Background: an optimization exercise with open tools, aiming at small area. Do not read the settings as production practice. No functional check of the RTL was part of this run. No driver is modelled on the clock port, so clocking that relies on it looks cheaper here than on a real chip. No activity file was given, so power comes from the tool's default toggle rates.

--- design/flow/config.mk ---
export PLATFORM = sky130hd
export DESIGN_NAME = game_core
export DESIGN_NICKNAME = game_core
export VERILOG_FILES = /design/flow/design.v
export SDC_FILE = /design/flow/constraint.sdc
export NUM_CORES = 4
export LEC_CHECK = 0
export CAP_MARGIN = 20
export CORE_MARGIN = 2
export CORE_UTILIZATION = 65
export CTS_BUF_LIST = sky130_fd_sc_hd__clkbuf_8
export CTS_CLUSTER_DIAMETER = 60
export CTS_CLUSTER_SIZE = 10
export SLEW_MARGIN = 20
--- design/flow/constraint.sdc ---
create_clock -name core_clock -period 12.0 [get_ports {clk}]
set_input_delay 2.4000 -clock core_clock [delete_from_list [all_inputs] [get_ports {clk}]]
set_output_delay 2.4000 -clock core_clock [all_outputs]
set_load 0.01 [all_outputs]
--- design/flow/design.v ---
module mbullet #(parameter int DIR = 0)    
(
    input  logic       clk, rst, fe,
    input  logic       keep,               
    input  logic [9:0] px20, py20,         
    input  logic [9:0] cx, cy,             
    input  logic       cxok, cyok,         
    output logic [9:0] bx, by,
    output logic       hit
);
    function automatic logic ge10(input logic [9:0] a, input logic [9:0] b);
        logic g;
        g = 1'b1;
        for (int i = 0; i < 10; i++)
            g = (a[i] & ~b[i]) | (a[i] & g) | (~b[i] & g);
        ge10 = g;
    endfunction
    function automatic logic [9:0] add10(input logic [9:0] a, input logic [9:0] b);
        logic c;
        c = 1'b0;
        for (int i = 0; i < 10; i++) begin
            add10[i] = a[i] ^ b[i] ^ c;
            c = (a[i] & b[i]) | (a[i] & c) | (b[i] & c);
        end
    endfunction
    logic st, mv;                          
    logic [9:0] xin, yin;
    logic miss, inbox;
    wire m = fe & mv;
    always_comb begin
        xin = bx;
        yin = by;
        case (DIR)
            0: xin = add10(bx, {{8{m}}, 2'b00});
            1: xin = add10(bx, {7'd0, m, 2'b00});
            2: yin = add10(by, {{8{m}}, 2'b00});
            default: yin = add10(by, {7'd0, m, 2'b00});
        endcase
    end
    assign miss  = ge10(10'd40, yin) || (ge10(yin, 10'd434) && ge10(10'd1018, yin)) ||
                   ge10(10'd40, xin) || (ge10(xin, 10'd594) && ge10(10'd1018, xin));
    function automatic logic [10:0] sub10(input logic [9:0] a, input logic [9:0] b);
        logic c;
        c = 1'b1;
        for (int i = 0; i < 10; i++) begin
            sub10[i] = a[i] ^ ~b[i] ^ c;
            c = (a[i] & ~b[i]) | (a[i] & c) | (~b[i] & c);
        end
        sub10[10] = ~c;
    endfunction
    wire [10:0] hx = sub10(xin, cx);
    wire [10:0] hy = sub10(yin, cy);
    assign inbox = !hx[10] && ge10(10'd40, hx[9:0]) && cxok &&
                   !hy[10] && ge10(10'd40, hy[9:0]) && cyok;
    assign hit   = !st && !miss && inbox;
    always_ff @(posedge clk) begin
        if (rst || !keep || (fe && st) || (!st && (miss || inbox))) begin
            bx <= px20;
            by <= py20;
            mv <= 1'b0;
        end else begin
            bx <= xin;
            by <= yin;
            mv <= mv | fe;
        end
        if (rst)
            st <= 1'b1;
        else if (st)
            st <= 1'b0;
        else
            st <= miss || inbox;
    end
endmodule
module game_core(
    input  logic        clk,
    input  logic        reset,           
    input  logic        frame_clk,       
    input  logic [15:0] keycode,
    input  logic [9:0]  DrawX, DrawY,    
    output logic [2:0]  Health,
    output logic        active_key,
    output logic        dungeon_frame1, dungeon_frame2, dungeon_frame3,
    output logic        initial_frame, final_frame, game_over,
    output logic [9:0]  Monster_X, Monster_Y, Monster_X_2, Monster_Y_2,
    output logic [9:0]  monster_bullet_X_L, monster_bullet_Y_L,
                        monster_bullet_X_R, monster_bullet_Y_R,
                        monster_bullet_X_U, monster_bullet_Y_U,
                        monster_bullet_X_D, monster_bullet_Y_D,
    output logic [9:0]  bullet_X, bullet_Y,
    output logic [9:0]  char_frame_X, char_frame_Y,
    output logic        character_frame,
    output logic        is_character, is_monster1, is_monster2, is_monster3,
    output logic        is_bullet, is_bullet_l, is_bullet_r, is_bullet_u, is_bullet_d,
    output logic        is_heart, is_key,
    output logic [18:0] char_ra, background_ra, monster1_ra, monster2_ra, monster3_ra,
    output logic [18:0] bullet_ra, bullet_l_ra, bullet_r_ra, bullet_u_ra, bullet_d_ra,
    output logic [18:0] heart_ra, key_ra
);
    function automatic logic [10:0] sub10(input logic [9:0] a, input logic [9:0] b);
        logic c;
        c = 1'b1;
        for (int i = 0; i < 10; i++) begin
            sub10[i] = a[i] ^ ~b[i] ^ c;
            c = (a[i] & ~b[i]) | (a[i] & c) | (~b[i] & c);
        end
        sub10[10] = ~c;
    endfunction
    function automatic logic [10:0] nsub10(input logic [9:0] na, input logic [9:0] b);
        logic c;
        logic [9:0] t;
        c = 1'b0;
        for (int i = 0; i < 10; i++) begin
            t[i] = na[i] ^ b[i] ^ c;
            c = (na[i] & b[i]) | (na[i] & c) | (b[i] & c);
        end
        nsub10 = {c, ~t};
    endfunction
    function automatic logic ge10(input logic [9:0] a, input logic [9:0] b);
        logic g;
        g = 1'b1;
        for (int i = 0; i < 10; i++)
            g = (a[i] & ~b[i]) | (a[i] & g) | (~b[i] & g);
        ge10 = g;
    endfunction
    function automatic logic ge8(input logic [7:0] a, input logic [7:0] b);
        logic g;
        g = 1'b1;
        for (int i = 0; i < 8; i++)
            g = (a[i] & ~b[i]) | (a[i] & g) | (~b[i] & g);
        ge8 = g;
    endfunction
    function automatic logic [9:0] add10(input logic [9:0] a, input logic [9:0] b);
        logic c;
        c = 1'b0;
        for (int i = 0; i < 10; i++) begin
            add10[i] = a[i] ^ b[i] ^ c;
            c = (a[i] & b[i]) | (a[i] & c) | (b[i] & c);
        end
    endfunction
    function automatic logic [15:0] add16(input logic [15:0] a, input logic [15:0] b,
                                          input logic cin);
        logic c;
        c = cin;
        for (int i = 0; i < 16; i++) begin
            add16[i] = a[i] ^ b[i] ^ c;
            c = (a[i] & b[i]) | (a[i] & c) | (b[i] & c);
        end
    endfunction
    function automatic logic [15:0] mul42w(input logic [5:0] y, input logic [5:0] x, input logic wx, input logic wy);
        logic s0, k0, s1, k1, s2, k2, s3, k3, s4, k4, s5, k5, s6, k6, s7, k7, s8, k8, s9, k9, s10, k10, s11, k11, s12, k12, s13, k13, s14, k14, s15, k15, s16, k16, s17, k17, s18, k18, s19, k19, s20, k20, s21, k21, s22, k22, s23, k23;
        s0 = x[1] ^ y[0];
        k0 = x[1] & y[0];
        s1 = x[2] ^ y[1] ^ k0;
        k1 = (x[2] & y[1]) | (x[2] & k0) | (y[1] & k0);
        s2 = x[3] ^ y[2] ^ y[0];
        k2 = (x[3] & y[2]) | (x[3] & y[0]) | (y[2] & y[0]);
        s3 = k1 ^ s2;
        k3 = k1 & s2;
        s4 = x[4] ^ y[3] ^ y[1];
        k4 = (x[4] & y[3]) | (x[4] & y[1]) | (y[3] & y[1]);
        s5 = k2 ^ k3 ^ s4;
        k5 = (k2 & k3) | (k2 & s4) | (k3 & s4);
        s6 = x[5] ^ y[4] ^ y[2];
        k6 = (x[5] & y[4]) | (x[5] & y[2]) | (y[4] & y[2]);
        s7 = y[0] ^ k4 ^ k5;
        k7 = (y[0] & k4) | (y[0] & k5) | (k4 & k5);
        s8 = s6 ^ s7;
        k8 = s6 & s7;
        s9 = y[5] ^ y[3] ^ y[1];
        k9 = (y[5] & y[3]) | (y[5] & y[1]) | (y[3] & y[1]);
        s10 = wx ^ k6 ^ k7;
        k10 = (wx & k6) | (wx & k7) | (k6 & k7);
        s11 = k8 ^ s9 ^ s10;
        k11 = (k8 & s9) | (k8 & s10) | (s9 & s10);
        s12 = y[4] ^ y[2] ^ wx;
        k12 = (y[4] & y[2]) | (y[4] & wx) | (y[2] & wx);
        s13 = wy ^ k9 ^ k10;
        k13 = (wy & k9) | (wy & k10) | (k9 & k10);
        s14 = k11 ^ s12 ^ s13;
        k14 = (k11 & s12) | (k11 & s13) | (s12 & s13);
        s15 = y[5] ^ y[3] ^ wx;
        k15 = (y[5] & y[3]) | (y[5] & wx) | (y[3] & wx);
        s16 = wy ^ k12 ^ k13;
        k16 = (wy & k12) | (wy & k13) | (k12 & k13);
        s17 = k14 ^ s15 ^ s16;
        k17 = (k14 & s15) | (k14 & s16) | (s15 & s16);
        s18 = y[4] ^ wx ^ k15;
        k18 = (y[4] & wx) | (y[4] & k15) | (wx & k15);
        s19 = k16 ^ k17 ^ s18;
        k19 = (k16 & k17) | (k16 & s18) | (k17 & s18);
        s20 = y[5] ^ wy ^ k18;
        k20 = (y[5] & wy) | (y[5] & k18) | (wy & k18);
        s21 = k19 ^ s20;
        k21 = k19 & s20;
        s22 = wy ^ k20 ^ k21;
        k22 = (wy & k20) | (wy & k21) | (k20 & k21);
        s23 = wy ^ k22;
        k23 = wy & k22;
        mul42w = {wy, 1'b0, k23, s23, s22, s21, s19, s17, s14, s11, s8, s5, s3, s1, s0, x[0]};
    endfunction
    function automatic logic [11:0] mul42(input logic [5:0] y, input logic [5:0] x);
        logic s0, k0, s1, k1, s2, k2, s3, k3, s4, k4, s5, k5, s6, k6, s7, k7, s8, k8, s9, k9, s10, k10, s11, k11, s12, k12, s13, k13, s14, k14, s15, k15, s16, k16, s17, k17;
        s0 = x[1] ^ y[0];
        k0 = x[1] & y[0];
        s1 = x[2] ^ y[1] ^ k0;
        k1 = (x[2] & y[1]) | (x[2] & k0) | (y[1] & k0);
        s2 = x[3] ^ y[2] ^ y[0];
        k2 = (x[3] & y[2]) | (x[3] & y[0]) | (y[2] & y[0]);
        s3 = k1 ^ s2;
        k3 = k1 & s2;
        s4 = x[4] ^ y[3] ^ y[1];
        k4 = (x[4] & y[3]) | (x[4] & y[1]) | (y[3] & y[1]);
        s5 = k2 ^ k3 ^ s4;
        k5 = (k2 & k3) | (k2 & s4) | (k3 & s4);
        s6 = x[5] ^ y[4] ^ y[2];
        k6 = (x[5] & y[4]) | (x[5] & y[2]) | (y[4] & y[2]);
        s7 = y[0] ^ k4 ^ k5;
        k7 = (y[0] & k4) | (y[0] & k5) | (k4 & k5);
        s8 = s6 ^ s7;
        k8 = s6 & s7;
        s9 = y[5] ^ y[3] ^ y[1];
        k9 = (y[5] & y[3]) | (y[5] & y[1]) | (y[3] & y[1]);
        s10 = k6 ^ k7 ^ k8;
        k10 = (k6 & k7) | (k6 & k8) | (k7 & k8);
        s11 = s9 ^ s10;
        k11 = s9 & s10;
        s12 = y[4] ^ y[2] ^ k9;
        k12 = (y[4] & y[2]) | (y[4] & k9) | (y[2] & k9);
        s13 = k10 ^ k11 ^ s12;
        k13 = (k10 & k11) | (k10 & s12) | (k11 & s12);
        s14 = y[5] ^ y[3] ^ k12;
        k14 = (y[5] & y[3]) | (y[5] & k12) | (y[3] & k12);
        s15 = k13 ^ s14;
        k15 = k13 & s14;
        s16 = y[4] ^ k14 ^ k15;
        k16 = (y[4] & k14) | (y[4] & k15) | (k14 & k15);
        s17 = y[5] ^ k16;
        k17 = y[5] & k16;
        mul42 = {k17, s17, s16, s15, s13, s11, s8, s5, s3, s1, s0, x[0]};
    endfunction
    function automatic logic [11:0] mul140(input logic [4:0] y, input logic [7:0] x);
        logic s0, k0, s1, k1, s2, k2, s3, k3, s4, k4, s5, k5, s6, k6, s7, k7, s8, k8, s9, k9, s10, k10, s11, k11, s12, k12, s13, k13, s14, k14;
        s0 = x[2] ^ y[0];
        k0 = x[2] & y[0];
        s1 = x[3] ^ y[1] ^ y[0];
        k1 = (x[3] & y[1]) | (x[3] & y[0]) | (y[1] & y[0]);
        s2 = k0 ^ s1;
        k2 = k0 & s1;
        s3 = x[4] ^ y[2] ^ y[1];
        k3 = (x[4] & y[2]) | (x[4] & y[1]) | (y[2] & y[1]);
        s4 = k1 ^ k2 ^ s3;
        k4 = (k1 & k2) | (k1 & s3) | (k2 & s3);
        s5 = x[5] ^ y[3] ^ y[2];
        k5 = (x[5] & y[3]) | (x[5] & y[2]) | (y[3] & y[2]);
        s6 = k3 ^ k4 ^ s5;
        k6 = (k3 & k4) | (k3 & s5) | (k4 & s5);
        s7 = x[6] ^ y[4] ^ y[3];
        k7 = (x[6] & y[4]) | (x[6] & y[3]) | (y[4] & y[3]);
        s8 = k5 ^ k6 ^ s7;
        k8 = (k5 & k6) | (k5 & s7) | (k6 & s7);
        s9 = x[7] ^ y[4] ^ y[0];
        k9 = (x[7] & y[4]) | (x[7] & y[0]) | (y[4] & y[0]);
        s10 = k7 ^ k8 ^ s9;
        k10 = (k7 & k8) | (k7 & s9) | (k8 & s9);
        s11 = y[1] ^ k9 ^ k10;
        k11 = (y[1] & k9) | (y[1] & k10) | (k9 & k10);
        s12 = y[2] ^ k11;
        k12 = y[2] & k11;
        s13 = y[3] ^ k12;
        k13 = y[3] & k12;
        s14 = y[4] ^ k13;
        k14 = y[4] & k13;
        mul140 = {s14, s13, s12, s11, s10, s8, s6, s4, s2, s0, x[1], x[0]};
    endfunction
    function automatic logic [4:0] mul5(input logic [2:0] y, input logic [2:0] x);
        logic s0, k0, s1, k1, s2, k2, s3, k3, s4, k4, s5, k5;
        s0 = x[0] ^ y[0];
        k0 = x[0] & y[0];
        s1 = x[1] ^ y[1] ^ k0;
        k1 = (x[1] & y[1]) | (x[1] & k0) | (y[1] & k0);
        s2 = x[2] ^ y[2] ^ y[0];
        k2 = (x[2] & y[2]) | (x[2] & y[0]) | (y[2] & y[0]);
        s3 = k1 ^ s2;
        k3 = k1 & s2;
        s4 = y[1] ^ k2 ^ k3;
        k4 = (y[1] & k2) | (y[1] & k3) | (k2 & k3);
        s5 = y[2] ^ k4;
        k5 = y[2] & k4;
        mul5 = {s5, s4, s3, s1, s0};
    endfunction
    function automatic logic [12:0] bg5(input logic [8:0] y, input logic [2:0] x);
        logic s0, k0, s1, k1, s2, k2, s3, k3, s4, k4, s5, k5, s6, k6, s7, k7, s8, k8, s9, k9, s10, k10, s11, k11, s12, k12, s13, k13, s14, k14, s15, k15, s16, k16, s17, k17;
        s0 = x[0] ^ y[0];
        k0 = x[0] & y[0];
        s1 = x[1] ^ y[1] ^ k0;
        k1 = (x[1] & y[1]) | (x[1] & k0) | (y[1] & k0);
        s2 = x[2] ^ y[2] ^ y[0];
        k2 = (x[2] & y[2]) | (x[2] & y[0]) | (y[2] & y[0]);
        s3 = k1 ^ s2;
        k3 = k1 & s2;
        s4 = y[3] ^ y[1] ^ k2;
        k4 = (y[3] & y[1]) | (y[3] & k2) | (y[1] & k2);
        s5 = k3 ^ s4;
        k5 = k3 & s4;
        s6 = y[4] ^ y[2] ^ k4;
        k6 = (y[4] & y[2]) | (y[4] & k4) | (y[2] & k4);
        s7 = k5 ^ s6;
        k7 = k5 & s6;
        s8 = y[5] ^ y[3] ^ k6;
        k8 = (y[5] & y[3]) | (y[5] & k6) | (y[3] & k6);
        s9 = k7 ^ s8;
        k9 = k7 & s8;
        s10 = y[6] ^ y[4] ^ k8;
        k10 = (y[6] & y[4]) | (y[6] & k8) | (y[4] & k8);
        s11 = k9 ^ s10;
        k11 = k9 & s10;
        s12 = y[7] ^ y[5] ^ k10;
        k12 = (y[7] & y[5]) | (y[7] & k10) | (y[5] & k10);
        s13 = k11 ^ s12;
        k13 = k11 & s12;
        s14 = y[8] ^ y[6] ^ k12;
        k14 = (y[8] & y[6]) | (y[8] & k12) | (y[6] & k12);
        s15 = k13 ^ s14;
        k15 = k13 & s14;
        s16 = y[7] ^ k14 ^ k15;
        k16 = (y[7] & k14) | (y[7] & k15) | (k14 & k15);
        s17 = y[8] ^ k16;
        k17 = y[8] & k16;
        bg5 = {1'b0, k17, s17, s16, s15, s13, s11, s9, s7, s5, s3, s1, s0};
    endfunction
    logic fdly, fe;
    always_ff @(posedge clk) begin
        fdly <= frame_clk;
        fe   <= frame_clk & ~fdly;
    end
    localparam logic [2:0] S_START = 3'd0, S_L1 = 3'd1, S_W1 = 3'd2, S_W2 = 3'd3,
                           S_L2 = 3'd4, S_L3 = 3'd5, S_END = 3'd6, S_GO = 3'd7;
    logic [2:0] st, st_n;
    logic F1, F2, F3, Fkey, N2, N3, akey;
    logic F1_n, F2_n, F3_n, Fkey_n, N2_n, N3_n, akey_n;
    logic soft_reset;
    logic [2:0] health;
    logic [9:0] cx, cy;                   
    logic eng_finish, eng_hit;
    logic [1:0] last;                     
    wire inL1 = st == S_L1;
    wire inL2 = st == S_L2;
    wire inL3 = st == S_L3;
    wire act  = (inL1 & ~F1) | (inL2 & ~F2) | (inL3 & ~F3);
    wire [1:0] lvl = inL1 ? 2'd1 : inL2 ? 2'd2 : 2'd3;
    wire fin  = eng_finish & (act | (last == lvl));
    wire die  = health == 3'd0;
    wire k28 = keycode == 16'h0028;
    wire k29 = keycode == 16'h0029;
    wire k44 = keycode == 16'd44;
    wire cx_300_330 = ge10(cx, 10'd300) && ge10(10'd330, cx);
    wire cy_210_230 = ge10(cy, 10'd210) && ge10(10'd230, cy);
    always_comb begin
        st_n = st;
        F1_n = F1; F2_n = F2; F3_n = F3;
        Fkey_n = Fkey; N2_n = N2; N3_n = N3; akey_n = akey;
        soft_reset = 1'b0;
        case (st)
            S_START:
                if (k28) begin
                    st_n = S_L1;
                    soft_reset = 1'b1;
                    Fkey_n = 1'b0;
                    akey_n = 1'b0;
                end
            S_L1:
                if (fin)
                    F1_n = 1'b1;
                else if ((F1 && ge10(cx, 10'd540) && ge10(cy, 10'd220) && ge10(10'd260, cy)) || k44) begin
                    N2_n = 1'b1;
                    st_n = S_W1;
                end else if (F1 && cx_300_330 && ge10(10'd60, cy)) begin
                    N3_n = 1'b1;
                    st_n = S_W1;
                end else if (die)
                    st_n = S_GO;
            S_W1: begin
                st_n = S_W2;
                soft_reset = 1'b1;
            end
            S_W2: begin
                soft_reset = 1'b1;
                if (N2) begin
                    st_n = S_L2;
                    N2_n = 1'b0;
                end else if (N3) begin
                    st_n = S_L3;
                    N3_n = 1'b0;
                end else
                    st_n = S_L1;
            end
            S_L2:
                if (fin && !F2) begin
                    akey_n = 1'b1;
                    F2_n = 1'b1;
                end else if (akey && cx_300_330 && cy_210_230) begin
                    akey_n = 1'b0;
                    Fkey_n = 1'b1;
                end else if (F2 && Fkey && cy_210_230 && ge10(10'd60, cx))
                    st_n = S_W1;
                else if (die)
                    st_n = S_GO;
            S_L3:
                if (fin)
                    F3_n = 1'b1;
                else if (F3 && cx_300_330 && ge10(cy, 10'd380))
                    st_n = S_W1;
                else if (die)
                    st_n = S_GO;
                else if (F3 && Fkey && cx_300_330 && cy_210_230)
                    st_n = S_END;
            default: begin        
                soft_reset = 1'b1;
                if (k29) begin
                    F1_n = 1'b0; F2_n = 1'b0; F3_n = 1'b0;
                    st_n = S_START;
                end
            end
        endcase
    end
    always_ff @(posedge clk) begin
        if (reset) begin
            st <= S_START;
            F1 <= 1'b0; F2 <= 1'b0; F3 <= 1'b0;
            Fkey <= 1'b0; N2 <= 1'b0; N3 <= 1'b0; akey <= 1'b0;
        end else begin
            st <= st_n;
            F1 <= F1_n; F2 <= F2_n; F3 <= F3_n;
            Fkey <= Fkey_n; N2 <= N2_n; N3 <= N3_n; akey <= akey_n;
        end
    end
    always_ff @(posedge clk) begin
        if (reset)
            health <= 3'b111;
        else if (act) begin
            if (eng_hit)
                health <= health - 3'd1;
        end else if (!(inL1 | inL2 | inL3 | st == S_W1 | st == S_W2))
            health <= 3'b111;
    end
    always_ff @(posedge clk)
        if (act)
            last <= lvl;
    logic nact;
    logic [1:0] nlvl;
    always_comb begin
        nact = 1'b0;
        nlvl = 2'd1;
        if (st == S_START)
            nact = k28 & ~F1;
        else if (st == S_W2) begin
            if (N2) begin
                nlvl = 2'd2;
                nact = ~F2;
            end else if (N3) begin
                nlvl = 2'd3;
                nact = ~F3;
            end else
                nact = ~F1;
        end
    end
    wire hard = nact & ~reset & (last != nlvl);
    wire erst = ~act;
    wire keep = ~reset & ((st_n == S_L1 & ~F1_n) | (st_n == S_L2 & ~F2_n) | (st_n == S_L3 & ~F3_n));
    assign Health = health;
    assign active_key = akey;
    assign dungeon_frame1 = inL1;
    assign dungeon_frame2 = inL2;
    assign dungeon_frame3 = inL3;
    assign initial_frame = st == S_START;
    assign final_frame = st == S_END;
    assign game_over = st == S_GO;
    logic [1:0] cxm, cym;      
    logic [1:0] cxm_n, cym_n;
    logic cpic, cpic_n;
    wire [7:0] klo = keycode[7:0];
    wire [7:0] khi = keycode[15:8];
    wire cy_top = ge10(10'd40, cy);
    wire cy_bot = ge10(cy, 10'd389) && ge10(10'd973, cy);
    wire cx_rgt = ge10(cx, 10'd557) && ge10(10'd981, cx);
    wire cx_lft = ge10(10'd40, cx);
    wire xmv = fe & cxm[1];
    wire ymv = fe & cym[1];
    wire [9:0] cx_in = add10(cx, {{8{xmv & cxm[0]}}, xmv, 1'b0});
    wire [9:0] cy_in = add10(cy, {{8{ymv & cym[0]}}, ymv, 1'b0});
    always_comb begin
        cxm_n = (keycode == 16'd0) ? 2'b00 : cxm;
        cym_n = (keycode == 16'd0) ? 2'b00 : cym;
        cpic_n = cpic;
        if (fe) begin
            case (keycode)
                16'h001a: begin cym_n = 2'b11; cxm_n = 2'b00; end
                16'h0004: begin cxm_n = 2'b11; cym_n = 2'b00; cpic_n = 1'b1; end
                16'h0016: begin cym_n = 2'b10; cxm_n = 2'b00; end
                16'h0007: begin cxm_n = 2'b10; cym_n = 2'b00; cpic_n = 1'b0; end
                16'h1a04, 16'h041a: begin cxm_n = 2'b11; cym_n = 2'b11; cpic_n = 1'b1; end
                16'h1a07, 16'h071a: begin cxm_n = 2'b10; cym_n = 2'b11; cpic_n = 1'b0; end
                16'h0416, 16'h1604: begin cxm_n = 2'b11; cym_n = 2'b10; cpic_n = 1'b1; end
                16'h1607, 16'h0716: begin cxm_n = 2'b10; cym_n = 2'b10; cpic_n = 1'b0; end
                default: ;
            endcase
            if (cy_bot && (klo == 8'h16 || khi == 8'h16))
                cym_n = 2'b00;
            else if (cy_top && (klo == 8'h1a || khi == 8'h1a))
                cym_n = 2'b00;
            if (cx_rgt && klo == 8'h07) begin
                cxm_n = 2'b00;
                if (cy_top || cy_bot)
                    cym_n = 2'b00;
            end else if (cx_lft && klo == 8'h04) begin
                cxm_n = 2'b00;
                if (cy_top || cy_bot)
                    cym_n = 2'b00;
            end
        end
    end
    always_ff @(posedge clk) begin
        if (reset || soft_reset) begin
            cx <= 10'd50;
            cy <= 10'd50;
            cxm <= 2'b00;
            cym <= 2'b00;
            cpic <= 1'b0;
        end else begin
            cx <= cx_in;
            cy <= cy_in;
            cxm <= cxm_n;
            cym <= cym_n;
            cpic <= cpic_n;
        end
    end
    assign char_frame_X = cx;
    assign char_frame_Y = cy;
    assign character_frame = cpic;
    logic [1:0] h1;
    logic [9:0] p1x, p1y;
    logic [7:0] c1;
    logic [1:0] d1;            
    logic [1:0] m1;            
    logic [1:0] m1_n;
    logic pb_hit1, pb_hit2;    
    wire [9:0] q1x = hard ? 10'd320 : p1x;
    wire [9:0] q1y = hard ? 10'd240 : p1y;
    always_comb begin
        m1_n = ge8(c1, 8'd120) ? 2'd0 : m1;
        if (fe) begin
            if (d1 == 2'b00)
                m1_n = ge10(10'd40, p1y) ? 2'd0 : 2'd3;
            else if (d1 == 2'b01)
                m1_n = 2'd1;
            else
                m1_n = (ge10(p1x, 10'd579) && ge10(10'd1003, p1x)) ? 2'd0 : 2'd2;
        end
    end
    wire m1l = fe & (m1 == 2'd1);
    wire m1r = fe & (m1 == 2'd2);
    wire m1u = fe & (m1 == 2'd3);
    wire [9:0] p1x_mv = add10(p1x, {{9{m1l}}, m1l | m1r});
    wire [9:0] p1y_mv = add10(p1y, {10{m1u}});
    wire [7:0] c1_inc = 8'(add10({2'b0, c1}, {9'd0, fe}));
    always_ff @(posedge clk) begin
        begin
            if (pb_hit1 && !hard)
                h1 <= h1 - 2'd1;
            else if (erst)
                h1 <= 2'd3;
            if (h1 == 2'd0 && !hard) begin
                p1x <= 10'd0;
                p1y <= 10'd0;
            end else if (erst) begin
                p1x <= 10'd320;
                p1y <= 10'd240;
            end else begin
                p1x <= p1x_mv;
                p1y <= p1y_mv;
            end
            m1 <= erst ? 2'd0 : m1_n;
            if (!ge8(8'd240, c1) || erst)
                c1 <= 8'd0;
            else
                c1 <= c1_inc;
        end
        if (!ge10(cx, q1x))
            d1 <= 2'b01;
        else if (!ge10(cy, q1y))
            d1 <= 2'b00;
        else
            d1 <= 2'b11;
    end
    logic [1:0] h2;
    logic [9:0] p2x, p2y;
    logic [7:0] c2;
    logic [1:0] d2;            
    logic [2:0] m2;            
    logic [2:0] m2_n;
    wire [9:0] q2x = hard ? 10'd200 : p2x;
    wire [9:0] q2y = hard ? 10'd300 : p2y;
    wire [10:0] ex = sub10(q2x, cx);
    wire [10:0] ey = sub10(q2y, cy);
    wire sx = ex[10];
    wire sy = ey[10];
    wire [11:0] es = 12'(add16({5'd0, sx, ex}, {4'd0, {{sy, ey} ^ {12{sx ~^ sy}}}}, sx ~^ sy));
    wire ahor = sx ? (es[11] | (es == 12'd0)) : !es[11];
    wire [1:0] d2_n = ahor ? (sx ? 2'b11 : 2'b01) : (sy ? 2'b10 : 2'b00);
    always_comb begin
        m2_n = ge8(8'd80, c2) ? 3'd0 : m2;
        if (fe) begin
            case (d2)
                2'b00: m2_n = ge10(10'd40, p2y) ? 3'd0 : 3'b100;
                2'b01: m2_n = 3'b101;
                2'b10: m2_n = (ge10(p2y, 10'd419) && ge10(10'd1003, p2y)) ? 3'd0 : 3'b110;
                default: m2_n = (ge10(p2x, 10'd579) && ge10(10'd1003, p2x)) ? 3'd0 : 3'b111;
            endcase
        end
    end
    wire m2u = fe & (m2 == 3'b100);
    wire m2l = fe & (m2 == 3'b101);
    wire m2d = fe & (m2 == 3'b110);
    wire m2r = fe & (m2 == 3'b111);
    wire [9:0] p2x_mv = add10(p2x, {{8{m2l}}, m2r, m2l | m2r});
    wire [9:0] p2y_mv = add10(p2y, {{8{m2u}}, m2d, m2u | m2d});
    wire [7:0] c2_inc = 8'(add10({2'b0, c2}, {9'd0, fe}));
    always_ff @(posedge clk) begin
        begin
            if (pb_hit2 && !hard)
                h2 <= h2 - 2'd1;
            else if (erst)
                h2 <= 2'd3;
            if (h2 == 2'd0 && !hard) begin
                p2x <= 10'd0;
                p2y <= 10'd0;
            end else if (erst) begin
                p2x <= 10'd200;
                p2y <= 10'd300;
            end else begin
                p2x <= p2x_mv;
                p2y <= p2y_mv;
            end
            m2 <= erst ? 3'd0 : m2_n;
            if (!ge8(8'd160, c2) || erst)
                c2 <= 8'd0;
            else
                c2 <= c2_inc;
        end
        d2 <= d2_n;
    end
    wire m2_touch = ((ex[10] && ge10(ex[9:0], 10'd1004)) || ex == 11'd0) && ge10(10'd1003, p2x) &&
                    ((ey[10] && ge10(ey[9:0], 10'd1004)) || ey == 11'd0) && ge10(10'd1003, p2y);
    wire [9:0] p1x20 = keep ? (hard ? 10'd340 : add10(p1x, 10'd20)) : 10'd0;
    wire [9:0] p1y20 = keep ? (hard ? 10'd260 : add10(p1y, 10'd20)) : 10'd0;
    wire cxok = ge10(10'd983, cx);
    wire cyok = ge10(10'd983, cy);
    logic [9:0] blx, bly, brx, bry, bux, buy, bdx, bdy;
    logic bl_hit, br_hit, bu_hit, bd_hit;
    mbullet #(.DIR(0)) mb_l(.clk(clk), .rst(erst), .fe(fe), .keep(keep), .px20(p1x20), .py20(p1y20),
                            .cx(cx), .cy(cy), .cxok(cxok), .cyok(cyok),
                            .bx(blx), .by(bly), .hit(bl_hit));
    mbullet #(.DIR(1)) mb_r(.clk(clk), .rst(erst), .fe(fe), .keep(keep), .px20(p1x20), .py20(p1y20),
                            .cx(cx), .cy(cy), .cxok(cxok), .cyok(cyok),
                            .bx(brx), .by(bry), .hit(br_hit));
    mbullet #(.DIR(2)) mb_u(.clk(clk), .rst(erst), .fe(fe), .keep(keep), .px20(p1x20), .py20(p1y20),
                            .cx(cx), .cy(cy), .cxok(cxok), .cyok(cyok),
                            .bx(bux), .by(buy), .hit(bu_hit));
    mbullet #(.DIR(3)) mb_d(.clk(clk), .rst(erst), .fe(fe), .keep(keep), .px20(p1x20), .py20(p1y20),
                            .cx(cx), .cy(cy), .cxok(cxok), .cyok(cyok),
                            .bx(bdx), .by(bdy), .hit(bd_hit));
    logic pst;                 
    logic [1:0] pdir;          
    logic pmv;
    logic [9:0] pbx, pby;
    wire pm = fe & pmv & ~pst;
    wire pmu = pm & (pdir == 2'd0);
    wire pmr = pm & (pdir == 2'd1);
    wire pmd = pm & (pdir == 2'd2);
    wire pml = pm & (pdir == 2'd3);
    wire [9:0] pxin = add10(pbx, {{7{pml}}, pml | pmr, 2'b00});
    wire [9:0] pyin = add10(pby, {{7{pmu}}, pmu | pmd, 2'b00});
    wire pmiss = ge10(10'd40, pyin) || (ge10(pyin, 10'd434) && ge10(10'd1018, pyin)) ||
                 ge10(10'd40, pxin) || (ge10(pxin, 10'd594) && ge10(10'd1018, pxin));
    wire [10:0] g1x = sub10(pxin, p1x);
    wire [10:0] g1y = sub10(pyin, p1y);
    wire [10:0] g2x = sub10(pxin, p2x);
    wire [10:0] g2y = sub10(pyin, p2y);
    wire pbox1 = !g1x[10] && ge10(10'd40, g1x[9:0]) && ge10(10'd983, p1x) &&
                 !g1y[10] && ge10(10'd40, g1y[9:0]) && ge10(10'd983, p1y);
    wire pbox2 = !g2x[10] && ge10(10'd40, g2x[9:0]) && ge10(10'd983, p2x) &&
                 !g2y[10] && ge10(10'd40, g2y[9:0]) && ge10(10'd983, p2y);
    assign pb_hit1 = !pst && !pmiss && pbox1;
    assign pb_hit2 = !pst && !pmiss && !pbox1 && pbox2;
    wire pend = !pst && (pmiss || pbox1 || pbox2);
    always_ff @(posedge clk) begin
        if (erst || (fe && pst) || pend) begin
            pbx <= add10(cx, 10'd20);
            pby <= add10(cy, 10'd20);
            pmv <= 1'b0;
        end else begin
            pbx <= pxin;
            pby <= pyin;
            pmv <= pmv | fe;
        end
        if (erst)
            pst <= 1'b1;
        else if (pst) begin
            if (klo == 8'h52) begin
                pst <= 1'b0; pdir <= 2'd0;
            end else if (klo == 8'h51) begin
                pst <= 1'b0; pdir <= 2'd2;
            end else if (klo == 8'h50) begin
                pst <= 1'b0; pdir <= 2'd3;
            end else if (klo == 8'h4f) begin
                pst <= 1'b0; pdir <= 2'd1;
            end
        end else if (pend)
            pst <= 1'b1;
    end
    assign eng_finish = p1x == 10'd0 && p1y == 10'd0 && p2x == 10'd0 && p2y == 10'd0;
    assign eng_hit = bl_hit | br_hit | bu_hit | bd_hit | m2_touch;
    assign Monster_X = act ? p1x : 10'd0;
    assign Monster_Y = act ? p1y : 10'd0;
    assign Monster_X_2 = act ? p2x : 10'd0;
    assign Monster_Y_2 = act ? p2y : 10'd0;
    assign monster_bullet_X_L = blx;
    assign monster_bullet_Y_L = bly;
    assign monster_bullet_X_R = brx;
    assign monster_bullet_Y_R = bry;
    assign monster_bullet_X_U = bux;
    assign monster_bullet_Y_U = buy;
    assign monster_bullet_X_D = bdx;
    assign monster_bullet_Y_D = bdy;
    assign bullet_X = act ? pbx : 10'd0;
    assign bullet_Y = act ? pby : 10'd0;
    wire anydf = inL1 | inL2 | inL3;
    wire [9:0] nDrawX = ~DrawX;
    wire [9:0] nDrawY = ~DrawY;
    wire [10:0] chx = nsub10(nDrawX, cx);
    wire [10:0] chy = nsub10(nDrawY, cy);
    wire cbox = !chx[10] && !ge10(chx[9:0], 10'd42) && !chy[10] && !ge10(chy[9:0], 10'd50);
    assign is_character = cbox && !(initial_frame || final_frame || game_over);
    wire xpos = xmv & ~cxm[0];
    wire ypos = ymv & ~cym[0];
    wire [5:0] lx = 6'(nsub10({4'd0, nDrawX[5:0]}, {4'd0, cx_in[5:0]}));
    wire [5:0] ly = 6'(nsub10({4'd0, nDrawY[5:0]}, {4'd0, cy_in[5:0]}));
    wire wx = xpos & (chx[5:1] == 5'd0);
    wire wy = ypos & (chy[5:1] == 5'd0);
    wire [15:0] cra = mul42w(ly, lx, wx, wy);
    assign char_ra = is_character ? {3'd0, cra} : 19'd0;
    wire [10:0] s1x = nsub10(nDrawX, p1x);
    wire [10:0] s1y = nsub10(nDrawY, p1y);
    wire mbox1 = p1x != 10'd0 && !s1x[10] && !ge10(s1x[9:0], 10'd42) && ge10(10'd981, p1x) &&
                 !s1y[10] && !ge10(s1y[9:0], 10'd50) && ge10(10'd973, p1y) && act;
    assign is_monster1 = mbox1 && dungeon_frame1;
    assign is_monster2 = mbox1 && !dungeon_frame1 && (dungeon_frame2 || dungeon_frame3);
    wire [11:0] m1ra = mul42(s1y[5:0], s1x[5:0]);
    assign monster1_ra = is_monster1 ? {7'd0, m1ra} : 19'd0;
    assign monster2_ra = is_monster2 ? {7'd0, m1ra} : 19'd0;
    wire [10:0] s2x = nsub10(nDrawX, p2x);
    wire [10:0] s2y = nsub10(nDrawY, p2y);
    wire mbox2 = p2x != 10'd0 && !s2x[10] && !ge10(s2x[9:0], 10'd42) && ge10(10'd981, p2x) &&
                 !s2y[10] && !ge10(s2y[9:0], 10'd50) && ge10(10'd973, p2y) && act;
    assign is_monster3 = mbox2 && anydf;
    wire [11:0] m3ra = mul42(s2y[5:0], s2x[5:0]);
    assign monster3_ra = is_monster3 ? {7'd0, m3ra} : 19'd0;
    function automatic logic [5:0] bbox(input logic [9:0] dx, input logic [9:0] dy,
                                        input logic [9:0] bx, input logic [9:0] by);
        logic [10:0] sx, sy;
        sx = nsub10(dx, bx);
        sy = nsub10(dy, by);
        bbox[0] = !sx[10] && sx[9:3] == 7'd0 && !ge10({7'd0, sx[2:0]}, 10'd5) && ge10(10'd1018, bx) &&
                  !sy[10] && sy[9:3] == 7'd0 && !ge10({7'd0, sy[2:0]}, 10'd5) && ge10(10'd1018, by);
        bbox[5:1] = mul5(sy[2:0], sx[2:0]);
    endfunction
    wire [5:0] bl = bbox(nDrawX, nDrawY, monster_bullet_X_L, monster_bullet_Y_L);
    wire [5:0] br = bbox(nDrawX, nDrawY, monster_bullet_X_R, monster_bullet_Y_R);
    wire [5:0] bu = bbox(nDrawX, nDrawY, monster_bullet_X_U, monster_bullet_Y_U);
    wire [5:0] bd = bbox(nDrawX, nDrawY, monster_bullet_X_D, monster_bullet_Y_D);
    wire [5:0] bp = bbox(nDrawX, nDrawY, pbx, pby);
    assign is_bullet_l = bl[0] && !ge10(10'd20, monster_bullet_X_L) && !ge10(10'd20, monster_bullet_Y_L);
    assign is_bullet_r = br[0] && !ge10(10'd20, monster_bullet_X_R) && !ge10(10'd20, monster_bullet_Y_R);
    assign is_bullet_u = bu[0] && !ge10(10'd20, monster_bullet_X_U) && !ge10(10'd20, monster_bullet_Y_U);
    assign is_bullet_d = bd[0] && !ge10(10'd20, monster_bullet_X_D) && !ge10(10'd20, monster_bullet_Y_D);
    assign is_bullet   = bp[0] && pbx != 10'd0 && pby != 10'd0 && act;
    assign bullet_l_ra = is_bullet_l ? 19'(bl[5:1]) : 19'd0;
    assign bullet_r_ra = is_bullet_r ? 19'(br[5:1]) : 19'd0;
    assign bullet_u_ra = is_bullet_u ? 19'(bu[5:1]) : 19'd0;
    assign bullet_d_ra = is_bullet_d ? 19'(bd[5:1]) : 19'd0;
    assign bullet_ra   = is_bullet   ? 19'(bp[5:1]) : 19'd0;
    wire [15:0] hmax = add16({9'd0, health, 4'b0}, {11'd0, health, 2'b0}, 1'b0);
    assign is_heart = !ge10(DrawX, hmax[9:0]) && !ge10(DrawY, 10'd20) && anydf;
    wire [11:0] hra = mul140(DrawY[4:0], DrawX[7:0]);
    assign heart_ra = is_heart ? {7'd0, hra[11:0]} : 19'd0;
    assign is_key = akey && ge10(DrawX, 10'd300) && !ge10(DrawX, 10'd360) &&
                    ge10(DrawY, 10'd210) && !ge10(DrawY, 10'd245);
    wire [5:0] kx = 6'(add10({4'd0, DrawX[5:0]}, 10'd20));    
    wire [5:0] ky = 6'(add10({4'd0, DrawY[5:0]}, 10'd46));    
    wire [15:0] kra = add16({4'd0, ky, kx}, ~{8'd0, ky, 2'b00}, 1'b1);
    assign key_ra = is_key ? {7'd0, kra[11:0]} : 19'd0;
    wire [12:0] bgh = bg5(DrawY[9:1], DrawX[9:7]);
    assign background_ra = {bgh, DrawX[6:1]};
endmodule
--- design/flow/flow/run.sh ---
#!/bin/bash
# Standard layout, except that: the port buffers are the platform's smallest
# buffer (buf_1) instead of the default pick; the constant outputs share one
# tie cell (repair_design buffers its net) instead of one tie cell each; and
# after CTS the cells on paths with spare slack are downsized
# (flow/recover.tcl, run as the CTS step's POST hook). Every tool's output is kept in a log file in the work
# folder (ORFS's own logs under orfs/logs, make's output in standard_flow.log).
set -euo pipefail
bash standard.sh BUFFER_PORTS_ARGS="-buffer_cell sky130_fd_sc_hd__buf_1" \
    POST_CTS_TCL="$PWD/flow/recover.tcl" SKIP_REPAIR_TIE_FANOUT=1 finish > standard_flow.log 2>&1
--- design/flow/flow/recover.tcl ---
# After CTS: downsize cells on paths with spare slack to recover area, then
# legalize the placement again.
log_cmd estimate_parasitics -placement
log_cmd repair_timing -recover_power 100 -setup_margin 0.1 -verbose
log_cmd detailed_placement
check_placement -verbose
log_cmd estimate_parasitics -placement
report_worst_slack -max
report_design_area
--- design/flow/standard.sh ---
#!/bin/bash
# synth_recipe.tcl (not shown) runs the flow's synth.tcl, then flattens the netlist and writes it again
# the make line also repeats each setting of config.mk as NAME=value (left out here)
make -C /OpenROAD-flow-scripts/flow DESIGN_CONFIG=/design/flow/config.mk WORK_HOME=/design/flow/orfs CLKGATE_MAP_FILE= SYNTH_SCRIPT=/design/flow/synth_recipe.tcl "${@:-finish}"
==> impl_metrics.ini <==
[cells_and_area]
multi_input_area_sq_mm = 0.01846
final_common_cell = inv_1
syn_to_final_growth_pct = 6.571
fill_cells = 3128
ff_latch_area_sq_mm = 0.004965
final_net_count = 3594
final_area_sq_mm = 0.02817
drive_gt1_share_pct = 5.274
layout_common_cells = 459 x inv_1, 415 x fa_1, 327 x buf_1
stdcell_count = 3525

[run_status]
status = finished clean

[place]
dpl_cell_area_sq_mm = 0.02764
dp_cells = 3464
hpwl_microns = 74090
numPortBuffers = 334
gp_congestion = 1.018

[die]
initial_core_util_pct = 66.22
die_h_microns = 205.7
fp.dieArea_sq_mm = 0.04229
rows = 73
die_x_microns = 205.7
coreArea_sq_mm = 0.03991
ios = 449

[grt]
antenna_found_initial = 6
grt_pass1_vias = 22320
grt.total_usage_pct = 45.74
grt-ovfl-total = 0
grt_max_degree = 115
grt_pass1_wl_microns = 139700

[logic_synthesis]
synth-simple-area-share_pct = 17.80
synth_top_area_share_pct = 31.43
synth-compound-area-share_pct = 8.692
yosys_warnings = 5
synthCells = 2726
yosysTopAreaCell = fa_1
ys_ff_latch = 219
syn_area_per_cell_sq_um = 9.696
synth.area.top_cells = fa_1 31%, dfxtp_1 12%, ha_1 7.7%
netlist_area_sq_mm = 0.02643
synthMuxAreaShare_pct = 2.339
mappedNetlistNets = 3343
synth-xor-area-share_pct = 1.856
yosysUniqueCellTypes = 95
async_flop_share_pct = 0
synth_edf_count = 58
yosysSeqAreaShare_pct = 18.78
synth_adder_area_share_pct = 39.41
ys.flop_type = dfxtp_1
synth_top_family_by_area = adder cells

[worst_setup_path]
startpoint_type = input pin
arrival_ns = 11.92
worstPathRequired_ns = 12.60
critPathKind = input pin to flip-flop
crit_top_cell = fa_1
max_stage_delay_ns = 0.54
endpoint_kind = flip-flop
r2r_start = st[2]
critPathLaunch = keycode[10]
slowest_stage = nor4_1
cp_max_fo = 34

[timing]
drv_slew = 0
tns_ns = 0
setup_viol = 0
tightest_slew_ns = 1.220
fmax_ghz = 0.08834
period_share_pct = 94.34
slew_headroom_pct = 18.69
rsz0062_at_grt = no
hold_viol = 0
finalCriticalPeriod_ns = 11.32
clock_skew_ns = 0.02200
hold_ws_ns = 0.3952

[route]
first_iter_violations = 3005
vias = 22780
drtPass1Iterations = 8
wl_per_cell_microns = 27.17
vias_per_cell = 6.462
drc_errors = 0
ant_nets = 0
wl_microns = 95790

[power_and_ir_drop]
p_int_mw = 1.213
pwr-share-seq_pct = 42.5
p_per_area_mw_per_mm2 = 63.04
p_leak_nw = 12.15
switching_share_pct = 31.68
irDropWorstVdd_mv = 0.08186
power_mw = 1.776
pwr-share-clk_pct = 37.8
p_comb_share_pct = 19.7
switchingPower_mw = 0.5625

[clock_network]
cts_tree = yes
worstSkewPairLatency_ns = 0.66
clock_sinks = 219
path_clk_slew_ns = 0.07

[job]
max-cap-violations = 0

[hold_path]
min-delay-path-class = flip-flop to flip-flop
hp-start = fdly
stage by stage:
stage	utilization (%)	setup slack, ns
2_1_floorplan	-	0.2624
3_3_place_gp	69.24	0.5087
3_5_place_dp	69.25	0.3503
5_1_grt	70.56	0.04969
6_report	70.57	0.6796
state kept, by name, summed over array words and instances (netlist names), 10 cells and up:
signal,cells
mb_l.by,10
mb_r.by,10
mb_u.bx,10
p2y,10
mb_d.bx,10
mb_d.by,10
mb_r.bx,10
p1x,10
mb_l.bx,10
p2x,10
p1y,10
mb_u.by,10
metal layers:
metal	global-route usage (%)	vias up	wire [microns]
li1	-	9517	-
met1	59.05	11170	34080
met2	67.06	1696	41260
met3	16.85	387	14290
met4	24.74	4	6128
met5	0	-	27
critical path: cells and delay by family:
kind | cells | cell delay [ns]
adders and majority gates | 15 | 5.41
and+or+nand+nor | 6 | 1.75
buffers and inverters | 8 | 1.26
xor gates and xnor gates | 1 | 0.21
AOI/OAI and AO/OA | 3 | 0.58
muxes | 1 | 0.30
final timing paths:
| check | endpoint | slack (ns) | cells after the start |
|---|---|---|---|
| setup reg to reg | d2[1] | 2.12 | 33 |
| setup / recovery | d2[1] | 0.68 | 34 |
| hold reg to reg | fe | 0.40 | 1 |
| hold / removal | fe | 0.40 | 1 |
synth_stat cells (all sizes together) (20+ instances only):
master  instances
inv           451
fa            415
nor2          195
ha            163
dfxtp         161
buf           152
and2          120
nand2         119
nor4           89
a21oi          87
o21ai          64
nand4          59
edfxtp         58
nor3           58
clkbuf         38
mux2i          37
xnor2          34
nand3          27
nand2b         24
nor2b          24
mux2           22
xor2           22
nand4b         20
cell families after synthesis:
logic type	after synthesis
simple gates	832
flops	219
other cells	1
buf+inv	641
compound gates	333
mux	59
fa+ha+maj	585
xor+xnor	56
final cells by class:
class | count | area share (%)
Antenna cell | 4 | 0.03554
Clock buffer | 32 | 1.564
Clock inverter | 20 | 0.7552
Inverter | 451 | 6.010
Multi-Input combinational cell | 1866 | 65.52
Sequential cell | 219 | 17.63
Tap cell | 525 | 2.332
Timing Repair Buffer | 408 | 6.157
power by group through the flow:
| stage | combinational, mW | clock (mW) | sequential [mW] |
|---|---|---|---|
| after global placement | 0.329 | 0 | 0.771 |
| final | 0.350 | 0.671 | 0.754 |
| after global routing | 0.398 | 0.696 | 0.754 |
| after floorplan | 0.253 | 0 | 0.770 |
| after detailed placement | 0.343 | 0 | 0.771 |

## what the ideal ports hide
The results above use ideal ports. As a check the final layout listed here was re-extracted and re-timed, cells and wires unchanged. Step 1: set_driving_cell puts a clkbuf_16 on clk and a buf_2 on each other input, an assumption about the parent block. Step 2, shift: input delay + t, output delay - t, t = (earliest + latest rising clock arrival at the registers) / 2. This alone moves slack from input paths to output paths. a / b / c = ideal ports / drivers / drivers and shift; a / b = the first two.
t, ns: 0.701
setup WS [ns]: 0.680 / 0.665 / 0.007
worst slew at a driven data input, ns: 0.14
After both steps setup and hold are still met in this run. The setup slack of this run moves by -0.015 ns with the drivers and by -0.673 ns with both steps.
